What follows belongs to an exercise in optimizing a design on an open flow for small area, a short achievable clock period and few clock cycles per item; a production flow would make more cautious choices.
Only simulation tests tie the RTL to the original design; equivalence was not proved.

==> inputs of run a <==
==> flow/design.v (excerpt) <==
module SNN(
	clk,
	rst_n,
	in_valid,
	img,
	ker,
	weight,
	out_valid,
	out_data
);
Settings: LEC_CHECK=0, CAP_MARGIN=20, CORE_MARGIN=2, CORE_UTILIZATION=40, SLEW_MARGIN=20; clock period 16.0 ns.
standard.sh (not shown) runs the stock make flow with config.mk's settings and CLKGATE_MAP_FILE= SYNTH_SCRIPT=/design/flow/synth_recipe.tcl, a recipe that flattens the netlist after the stock synthesis.
==> flow/flow/run.sh <==
#!/bin/bash
# Standard ORFS layout with two changes: the ports are buffered with buf_2, and
# after the standard synthesis the inverters that extract_fa leaves around
# full adders are removed by choosing each full adder's polarity (invopt.py).
set -euo pipefail
export BUFFER_PORTS_ARGS="-buffer_cell sky130_fd_sc_hd__buf_2"
bash standard.sh synth > synth.log 2>&1
NET=orfs/results/sky130hd/SNN/base/1_2_yosys.v
cp "$NET" synth_netlist_before_invopt.log
python3 flow/invopt.py "$NET" > invopt.log 2>&1
bash standard.sh > standard.log 2>&1
==> flow/flow/invopt.py <==
#!/usr/bin/env python3
"""Remove inverters around full adders in a flat gate-level netlist.

A full adder is self-dual: FA(~a,~b,~c) = (~cout, ~sum).  Yosys' extract_fa
leaves many inverters between full-adder cells.  This pass chooses, for each
fa cell, whether to implement it in complemented polarity so that the number
of inverters needed is minimal, then rewrites the netlist.  The logic
function of every port and register input is unchanged.

usage: invopt.py netlist.v [out.v]
"""
import re, sys, random, collections

CELL_RE = re.compile(r'^(\s*)(sky130_fd_sc_hd__\w+)\s+(\S+)\s*\((.*?)\);\n', re.M | re.S)
PIN_RE = re.compile(r'\.(\w+)\(\s*((?:\\\S+\s*)|[^()]*?)\s*\)')
OUTPINS = {'X', 'Y', 'Q', 'Q_N', 'SUM', 'COUT', 'HI', 'LO'}
INV_TYPES = {'sky130_fd_sc_hd__inv_1'}


def fmt(net):
    return net + ' ' if net.startswith('\\') else net


def main():
    src = sys.argv[1]
    dst = sys.argv[2] if len(sys.argv) > 2 else src
    txt = open(src).read()
    mod_end = txt.rindex('endmodule')
    ports = set()
    for m in re.finditer(r'^\s*(input|output)\s+(\[[^\]]*\]\s*)?(\S+);', txt, re.M):
        ports.add(m.group(3))

    cells = []   # [type, name, {pin: net}, indent]
    for m in CELL_RE.finditer(txt):
        pins = {p: n.strip() for p, n in PIN_RE.findall(m.group(4))}
        cells.append([m.group(2), m.group(3), pins, m.group(1)])

    def base(net):
        return net.split('[')[0].strip().lstrip('\\')

    drv = {}
    loads = collections.defaultdict(list)
    for i, (t, n, p, _) in enumerate(cells):
        for pin, net in p.items():
            if pin in OUTPINS:
                drv[net] = (i, pin)
            else:
                loads[net].append((i, pin))

    # removable inverters: input and output internal nets
    removable = set()
    for i, (t, n, p, _) in enumerate(cells):
        if t in INV_TYPES:
            a, y = p['A'], p['Y']
            if base(a) in ports or base(y) in ports:
                continue
            removable.add(i)

    # resolve every net to (root net, polarity) through removable inverters
    root = {}
    def resolve(net):
        if net in root:
            return root[net]
        d = drv.get(net)
        if d is not None and d[0] in removable:
            r, pol = resolve(cells[d[0]][2]['A'])
            root[net] = (r, pol ^ 1)
        else:
            root[net] = (net, 0)
        return root[net]

    # load pins (non-removable cells) grouped by root net
    pinreq = collections.defaultdict(list)  # root -> [(cell, pin, pol)]
    for i, (t, n, p, _) in enumerate(cells):
        if i in removable:
            continue
        for pin, net in p.items():
            if pin in OUTPINS:
                continue
            r, pol = resolve(net)
            pinreq[r].append((i, pin, pol))

    isfa = [c[0].startswith('sky130_fd_sc_hd__fa_') for c in cells]
    flip = [0] * len(cells)
    # root nets driven by fa cells
    rootdrv = {}
    for r in pinreq:
        d = drv.get(r)
        rootdrv[r] = d[0] if d is not None else None

    fa_roots = collections.defaultdict(set)   # fa cell -> root nets it touches
    for r, lst in pinreq.items():
        d = rootdrv[r]
        if d is not None and isfa[d]:
            fa_roots[d].add(r)
        for (i, pin, pol) in lst:
            if isfa[i]:
                fa_roots[i].add(r)

    def cost_root(r):
        d = rootdrv[r]
        fd = flip[d] if d is not None else 0
        need = 0
        for (i, pin, pol) in pinreq[r]:
            if pol ^ flip[i] ^ fd:
                need = 1
                break
        # a root whose driver was flipped but which feeds a port directly is handled
        # by the rewrite (it needs an inverter to the port); count it too
        return need

    fas = [i for i in range(len(cells)) if isfa[i]]
    total0 = sum(cost_root(r) for r in pinreq)
    best = total0
    random.seed(1)
    improved = True
    it = 0
    while improved and it < 50:
        improved = False
        it += 1
        random.shuffle(fas)
        for i in fas:
            rs = fa_roots[i]
            before = sum(cost_root(r) for r in rs)
            flip[i] ^= 1
            after = sum(cost_root(r) for r in rs)
            if after < before:
                improved = True
            elif after == before and random.random() < 0.3:
                pass
            else:
                flip[i] ^= 1
    total = sum(cost_root(r) for r in pinreq)

    # nets that are outputs of cells we keep and are connected to ports need care:
    # a flipped fa never drives a port net directly (check)
    for i in fas:
        if flip[i]:
            for pin in ('SUM', 'COUT'):
                net = cells[i][2].get(pin)
                if net is not None and base(net) in ports:
                    flip[i] = 0
    total = sum(cost_root(r) for r in pinreq)

    # rewrite: new inverter per root that needs one
    newcells = []
    newwires = []
    invnet = {}
    k = 0
    for r, lst in pinreq.items():
        d = rootdrv[r]
        fd = flip[d] if d is not None else 0
        for (i, pin, pol) in lst:
            if pol ^ flip[i] ^ fd:
                if r not in invnet:
                    k += 1
                    nn = f'_invopt_n{k}_'
                    invnet[r] = nn
                    newwires.append(nn)
                    newcells.append(('sky130_fd_sc_hd__inv_1', f'_invopt_i{k}_', {'A': r, 'Y': nn}))
                cells[i][2][pin] = invnet[r]
            else:
                cells[i][2][pin] = r
    # removed inverters: drop them
    out = []
    pos = 0
    idx = 0
    pieces = []
    last = 0
    for m, c in zip(CELL_RE.finditer(txt), cells):
        pieces.append(txt[last:m.start()])
        i = idx
        idx += 1
        last = m.end()
        if i in removable:
            continue
        t, n, p, ind = c
        body = ',\n'.join(f'{ind}  .{pin}({fmt(net)})' for pin, net in p.items())
        pieces.append(f'{ind}{t} {n} (\n{body}\n{ind});\n')
    tail = txt[last:]
    body = ''.join(pieces)
    # declare new wires right after the module header port declarations
    decl = ''.join(f'  wire {w};\n' for w in newwires)
    cellsrc = ''.join(f'  {t} {n} (\n' + ',\n'.join(f'    .{pin}({fmt(net)})' for pin, net in p.items()) + '\n  );\n' for t, n, p in newcells)
    ei = tail.rindex('endmodule')
    tail = tail[:ei] + cellsrc + tail[ei:]
    first_cell = body.find('sky130_fd_sc_hd__')
    # insert declarations before the first cell instance line
    line_start = body.rfind('\n', 0, first_cell) + 1
    body = body[:line_start] + decl + body[line_start:]
    open(dst, 'w').write(body + tail)
    print(f'invopt: fa cells {len(fas)}, flipped {sum(flip[i] for i in fas)}, '
          f'removable inverters {len(removable)}, inverters before {total0} after {total}')


if __name__ == '__main__':
    main()
==> inputs of run b, as changes to run a <==
--- a/flow/design.v
+++ b/flow/design.v
@@ -97,13 +97,14 @@
   qr <= cr; qc <= cc; qim <= cim;
   if (op0) begin opr <= qr[1]; oim <= qim; end
   epr <= opr; eim <= oim;
   hk <= e3; hpr <= epr;
 end
 reg [19:0] conv;
-reg [7:0] q;
+reg [7:0] qa, qb;
+reg qcin;
 reg [7:0] pm0, pm1;
 reg [16:0] mr, m2;
 reg [7:0] f0, f1, f2, f3;
 reg [9:0] dsum;
 reg [7:0] dif;
 wire hs_1;
@@ -2832,14 +2833,15 @@
 assign hs_1299 = conv[17] ^ hc_1258;
 assign hc_1300 = conv[17] & hc_1258;
 wire hs_1301;
 wire hc_1302;
 assign hs_1301 = conv[18] ^ 1'b1;
 assign hc_1302 = conv[18] & 1'b1;
-wire [21:0] divq;
-assign divq = {hs_1301, hs_1299, fs_1297, fs_1295, fs_1293, fs_1291, fs_1289, fs_1287, fs_1285, fs_1283, fs_1281, fs_1279, fs_1277, fs_1275, fs_1273, fs_1271, fs_1269, fs_1267, fs_1265, fs_1263, fs_1261, hs_1219} + {hc_1300, fc_1298, fc_1296, fc_1294, fc_1292, fc_1290, fc_1288, fc_1286, fc_1284, fc_1282, fc_1280, fc_1278, fc_1276, fc_1274, fc_1272, fc_1270, fc_1268, fc_1266, fc_1264, fc_1262, hc_1260, hs_1259};
+wire [21:0] dva = {hs_1301, hs_1299, fs_1297, fs_1295, fs_1293, fs_1291, fs_1289, fs_1287, fs_1285, fs_1283, fs_1281, fs_1279, fs_1277, fs_1275, fs_1273, fs_1271, fs_1269, fs_1267, fs_1265, fs_1263, fs_1261, hs_1219};
+wire [21:0] dvb = {hc_1300, fc_1298, fc_1296, fc_1294, fc_1292, fc_1290, fc_1288, fc_1286, fc_1284, fc_1282, fc_1280, fc_1278, fc_1276, fc_1274, fc_1272, fc_1270, fc_1268, fc_1266, fc_1264, fc_1262, hc_1260, hs_1259};
+wire [14:0] dvlow = {1'b0, dva[13:0]} + {1'b0, dvb[13:0]};
 wire hs_1303;
 wire hc_1304;
 assign hs_1303 = ~(~(pm0[0] & wr0[5]) ^ ~(pm0[1] & wr0[4]));
 assign hc_1304 = ~(pm0[0] & wr0[5]) | ~(pm0[1] & wr0[4]);
 wire fs_1305;
 wire fc_1306;
@@ -3060,23 +3062,25 @@
 wire fs_1413;
 wire fc_1414;
 assign fs_1413 = ~(pm0[7] & wr0[7]) ^ ~m2[14] ^ fc_1386;
 assign fc_1414 = (~(pm0[7] & wr0[7]) & ~m2[14]) | (~(pm0[7] & wr0[7]) & fc_1386) | (~m2[14] & fc_1386);
 wire [16:0] mac_nx;
 assign mac_nx = {~(~m2[16]), ~(~m2[15]), ~(fs_1413), ~(fs_1411), ~(fs_1409), ~(fs_1407), ~(fs_1405), ~(fs_1403), ~(fs_1401), ~(fs_1399), ~(fs_1397), ~(fs_1395), ~(fs_1393), ~(fs_1391), ~(fs_1389), ~(~m2[1]), ~(~(pm0[0] & wr0[0]))} + {1'b0, ~(fc_1414), ~(fc_1412), ~(fc_1410), ~(fc_1408), ~(fc_1406), ~(fc_1404), ~(fc_1402), ~(fc_1400), ~(fc_1398), ~(fc_1396), ~(fc_1394), ~(fc_1392), ~(fc_1390), ~(hc_1388), ~(hs_1387), ~(~m2[0])};
-wire [7:0] qn = divq[21:14];
+wire [7:0] q = qa + qb + {7'd0, qcin};
 wire q_gt0 = q > pm0;
 wire q_gt1 = q > pm1;
 wire pfirst = !qr[0] && !qc[0];
 wire [16:0] fsum = {1'b0, mr[16:1]} + {9'd0, mr[16:9]} + 17'd1;
 wire [7:0] fcv = fsum[15:8];
 wire last = h & hpr & hk;
 wire [9:0] tot = ((hpr | hk) ? dsum : 10'd0) + {2'd0, dif};
 always @(posedge clk) begin
   conv <= conv_nx;
-  q <= qn;
+  qa <= dva[21:14];
+  qb <= dvb[21:14];
+  qcin <= dvlow[14];
   if (qv) begin
     if (!qc[1]) pm0 <= (pfirst || q_gt0) ? q : pm0;
     else if (qr[0] && qc[0]) pm0 <= q_gt1 ? q : pm1;   
     else        pm1 <= (pfirst || q_gt1) ? q : pm1;
   end
   mr <= mac_nx;
--- a/flow/flow/invopt.py
+++ b/flow/flow/invopt.py
@@ -6,13 +6,13 @@
 fa cell, whether to implement it in complemented polarity so that the number
 of inverters needed is minimal, then rewrites the netlist.  The logic
 function of every port and register input is unchanged.
 
 usage: invopt.py netlist.v [out.v]
 """
-import re, sys, random, collections
+import re, sys, random, collections, os
 
 CELL_RE = re.compile(r'^(\s*)(sky130_fd_sc_hd__\w+)\s+(\S+)\s*\((.*?)\);\n', re.M | re.S)
 PIN_RE = re.compile(r'\.(\w+)\(\s*((?:\\\S+\s*)|[^()]*?)\s*\)')
 OUTPINS = {'X', 'Y', 'Q', 'Q_N', 'SUM', 'COUT', 'HI', 'LO'}
 INV_TYPES = {'sky130_fd_sc_hd__inv_1'}
 
@@ -78,67 +78,127 @@
             if pin in OUTPINS:
                 continue
             r, pol = resolve(net)
             pinreq[r].append((i, pin, pol))
 
     isfa = [c[0].startswith('sky130_fd_sc_hd__fa_') for c in cells]
+    # gates whose output polarity may be chosen: type -> (complement type, output pin map)
+    PAIRS = [('and2_1', 'nand2_1', 6.256, 3.754), ('or2_1', 'nor2_1', 6.256, 3.754),
+             ('xor2_1', 'xnor2_1', 8.758, 8.758), ('a21o_1', 'a21oi_1', 7.507, 5.005),
+             ('o21a_1', 'o21ai_0', 7.507, 5.005), ('and3_1', 'nand3_1', 6.256, 5.005),
+             ('or3_1', 'nor3_1', 6.256, 5.005), ('a22o_1', 'a22oi_1', 8.758, 7.507),
+             ('o22a_1', 'o22ai_1', 8.758, 6.256), ('and4_1', 'nand4_1', 8.758, 6.256),
+             ('or4_1', 'nor4_1', 7.507, 6.256), ('a211o_1', 'a211oi_1', 8.758, 7.507),
+             ('o211a_1', 'o211ai_1', 10.010, 7.507), ('a31o_1', 'a31oi_1', 8.758, 6.256),
+             ('o31a_1', 'o31ai_1', 8.758, 7.507), ('mux2_1', 'mux2i_1', 11.261, 10.010),
+             ('or2b_1', 'nor2b_1', 7.507, 6.256), ('and2b_1', 'nand2b_1', 7.507, 6.256)]
+    DUAL = {}
+    AREA = {}
+    for pos, neg, apos, aneg in PAIRS:
+        P = 'sky130_fd_sc_hd__' + pos
+        N = 'sky130_fd_sc_hd__' + neg
+        DUAL[P] = (N, {'X': 'Y'})
+        DUAL[N] = (P, {'Y': 'X'})
+        AREA[P] = apos
+        AREA[N] = aneg
+    # o21ai_1 is flipped to o21a_1 (o21a_1 flips back to o21ai_0)
+    DUAL['sky130_fd_sc_hd__o21ai_1'] = ('sky130_fd_sc_hd__o21a_1', {'Y': 'X'})
+    AREA['sky130_fd_sc_hd__o21ai_1'] = 5.005
+    INV_AREA = 3.754
+    isgate = [False] * len(cells)
+    for i, c in enumerate(cells):
+        if c[0] in DUAL and i not in removable:
+            outnet = [n for pin, n in c[2].items() if pin in OUTPINS][0]
+            if base(outnet) not in ports:
+                isgate[i] = True
     flip = [0] * len(cells)
     # root nets driven by fa cells
     rootdrv = {}
     for r in pinreq:
         d = drv.get(r)
         rootdrv[r] = d[0] if d is not None else None
 
-    fa_roots = collections.defaultdict(set)   # fa cell -> root nets it touches
+    fa_roots = collections.defaultdict(set)   # flippable cell -> root nets it touches
     for r, lst in pinreq.items():
         d = rootdrv[r]
-        if d is not None and isfa[d]:
+        if d is not None and (isfa[d] or isgate[d]):
             fa_roots[d].add(r)
         for (i, pin, pol) in lst:
             if isfa[i]:
                 fa_roots[i].add(r)
+
+    def gate_area(i):
+        t = cells[i][0]
+        return AREA[DUAL[t][0]] if flip[i] else AREA[t]
 
     def cost_root(r):
         d = rootdrv[r]
         fd = flip[d] if d is not None else 0
         need = 0
         for (i, pin, pol) in pinreq[r]:
-            if pol ^ flip[i] ^ fd:
+            if pol ^ (flip[i] if isfa[i] else 0) ^ fd:
                 need = 1
                 break
         # a root whose driver was flipped but which feeds a port directly is handled
         # by the rewrite (it needs an inverter to the port); count it too
         return need
 
-    fas = [i for i in range(len(cells)) if isfa[i]]
+    fas = [i for i in range(len(cells)) if isfa[i] or isgate[i]]
+    def cell_cost(i):
+        return gate_area(i) if isgate[i] else 0.0
+    def total_cost():
+        return INV_AREA * sum(cost_root(r) for r in pinreq) + sum(cell_cost(i) for i in fas)
+    area0 = total_cost()
     total0 = sum(cost_root(r) for r in pinreq)
     best = total0
-    random.seed(1)
+    random.seed(int(os.environ.get('INVOPT_SEED', '1')))
+    import math
+    def local(i):
+        return INV_AREA * sum(cost_root(r) for r in fa_roots[i]) + cell_cost(i)
+    if os.environ.get('INVOPT_INIT') == 'inv':
+        for i in fas:
+            if isfa[i] or cells[i][0] == 'sky130_fd_sc_hd__and2_1':
+                flip[i] = 1
+    cur = total_cost()
+    best_cost = cur
+    best_flip = list(flip)
+    n = len(fas)
+    iters = int(os.environ.get('INVOPT_ITERS', '3000')) * n
+    T0, T1 = float(os.environ.get('INVOPT_T0', '3.0')), 0.01
+    for k in range(iters):
+        T = T0 * (T1 / T0) ** (k / iters)
+        i = fas[random.randrange(n)]
+        before = local(i)
+        flip[i] ^= 1
+        after = local(i)
+        d = after - before
+        if d <= 0 or random.random() < math.exp(-d / T):
+            cur += d
+            if cur < best_cost - 1e-9:
+                best_cost = cur
+                best_flip = list(flip)
+        else:
+            flip[i] ^= 1
+    flip[:] = best_flip
+    # final greedy clean-up
     improved = True
-    it = 0
-    while improved and it < 50:
+    while improved:
         improved = False
-        it += 1
-        random.shuffle(fas)
         for i in fas:
-            rs = fa_roots[i]
-            before = sum(cost_root(r) for r in rs)
+            before = local(i)
             flip[i] ^= 1
-            after = sum(cost_root(r) for r in rs)
-            if after < before:
+            if local(i) < before - 1e-9:
                 improved = True
-            elif after == before and random.random() < 0.3:
-                pass
             else:
                 flip[i] ^= 1
     total = sum(cost_root(r) for r in pinreq)
 
     # nets that are outputs of cells we keep and are connected to ports need care:
     # a flipped fa never drives a port net directly (check)
     for i in fas:
-        if flip[i]:
+        if flip[i] and isfa[i]:
             for pin in ('SUM', 'COUT'):
                 net = cells[i][2].get(pin)
                 if net is not None and base(net) in ports:
                     flip[i] = 0
     total = sum(cost_root(r) for r in pinreq)
 
@@ -148,22 +208,28 @@
     invnet = {}
     k = 0
     for r, lst in pinreq.items():
         d = rootdrv[r]
         fd = flip[d] if d is not None else 0
         for (i, pin, pol) in lst:
-            if pol ^ flip[i] ^ fd:
+            if pol ^ (flip[i] if isfa[i] else 0) ^ fd:
                 if r not in invnet:
                     k += 1
                     nn = f'_invopt_n{k}_'
                     invnet[r] = nn
                     newwires.append(nn)
                     newcells.append(('sky130_fd_sc_hd__inv_1', f'_invopt_i{k}_', {'A': r, 'Y': nn}))
                 cells[i][2][pin] = invnet[r]
             else:
                 cells[i][2][pin] = r
+    for i in fas:
+        if isgate[i] and flip[i]:
+            t = cells[i][0]
+            nt, pm = DUAL[t]
+            cells[i][0] = nt
+            cells[i][2] = {pm.get(pin, pin): net for pin, net in cells[i][2].items()}
     # removed inverters: drop them
     out = []
     pos = 0
     idx = 0
     pieces = []
     last = 0
@@ -186,12 +252,13 @@
     tail = tail[:ei] + cellsrc + tail[ei:]
     first_cell = body.find('sky130_fd_sc_hd__')
     # insert declarations before the first cell instance line
     line_start = body.rfind('\n', 0, first_cell) + 1
     body = body[:line_start] + decl + body[line_start:]
     open(dst, 'w').write(body + tail)
-    print(f'invopt: fa cells {len(fas)}, flipped {sum(flip[i] for i in fas)}, '
-          f'removable inverters {len(removable)}, inverters before {total0} after {total}')
+    print(f'invopt: flippable cells {len(fas)}, flipped {sum(flip[i] for i in fas)}, '
+          f'removable inverters {len(removable)}, inverters before {total0} after {total}, '
+          f'area of inverters+gates {area0:.1f} -> {total_cost():.1f}')
 
 
 if __name__ == '__main__':
     main()
- CORE_UTILIZATION: 40 -> 55
- CTS_CLUSTER_DIAMETER: default -> 120
- CTS_CLUSTER_SIZE: default -> 24
==> results_dict.tcl <==
set metrics [dict create \
    post-route-min-period_ns 4.93 \
    status "complete, no violations" \
    path_cells "ha_1 > a21oi_1 > a21boi_1 > a2111oi_0 > nor2_1 > o21ai_0 > nand2b_1 > xor2_1 > ha_1 > inv_1 > fa_1 > a21o_1 > a21oi_1 > o22ai_1 > o22ai_1 > mux2_1 > a211oi_2 > xnor2_1" \
    worst_pin_slew_ns 0.995 \
    multi_input_area_share_pct 58.0 \
    dp_cells 3420 \
]
# the run above: run b

==> results_dict.tcl <==
set metrics [dict create \
    worst_pin_slew_ns 1.03 \
    post-route-min-period_ns 4.74 \
    dp_cells 3994 \
    top_layer_used "met5" \
    grt_use_total_pct 19.6 \
    multi_input_area_share_pct 56.5 \
    path_cells "inv_1 > fa_1 > fa_1 > inv_1 > fa_1 > fa_1 > inv_1 > ha_1 > nand4_1 > a211oi_1 > o311ai_1 > a211oi_1 > mux2i_1 > nand3_1" \
    status "complete, no violations" \
]
# the run above: run a

Testbench counts of run a, summed over its fixed seeds: cycles 38,400, items 480.
Testbench counts of run b, summed over its fixed seeds: cycles 38,400, items 480.

what the ideal ports hide:
How much do the figures lean on ideal ports? The routed layouts below were timed once more, with nothing changed but the port constraints.
Step 1 assumes that a clkbuf_16 drives the clock port and a buf_2 every other input.
Step 2 also shifts input and output timing later by t, the mid clock arrival at the registers, as if the neighbouring blocks saw the same clock.
Slacks: no drivers / after step 1 / after step 2; pairs: no drivers / after step 1.
run | t, ns | setup slack, ns | worst setup path after step 2 | worst register clock-pin slew, ns
run a | 0.716 | 11.258 / 11.258 / 11.248 | input to register | 0.07 / 0.07
run b | 0.646 | 11.072 / 11.072 / 11.072 | register to register | 0.11 / 0.11
After both steps every run listed still meets setup and hold. The setup slack of run a, which loses most, moves by 0.000 ns with the drivers and by -0.010 ns with both steps.
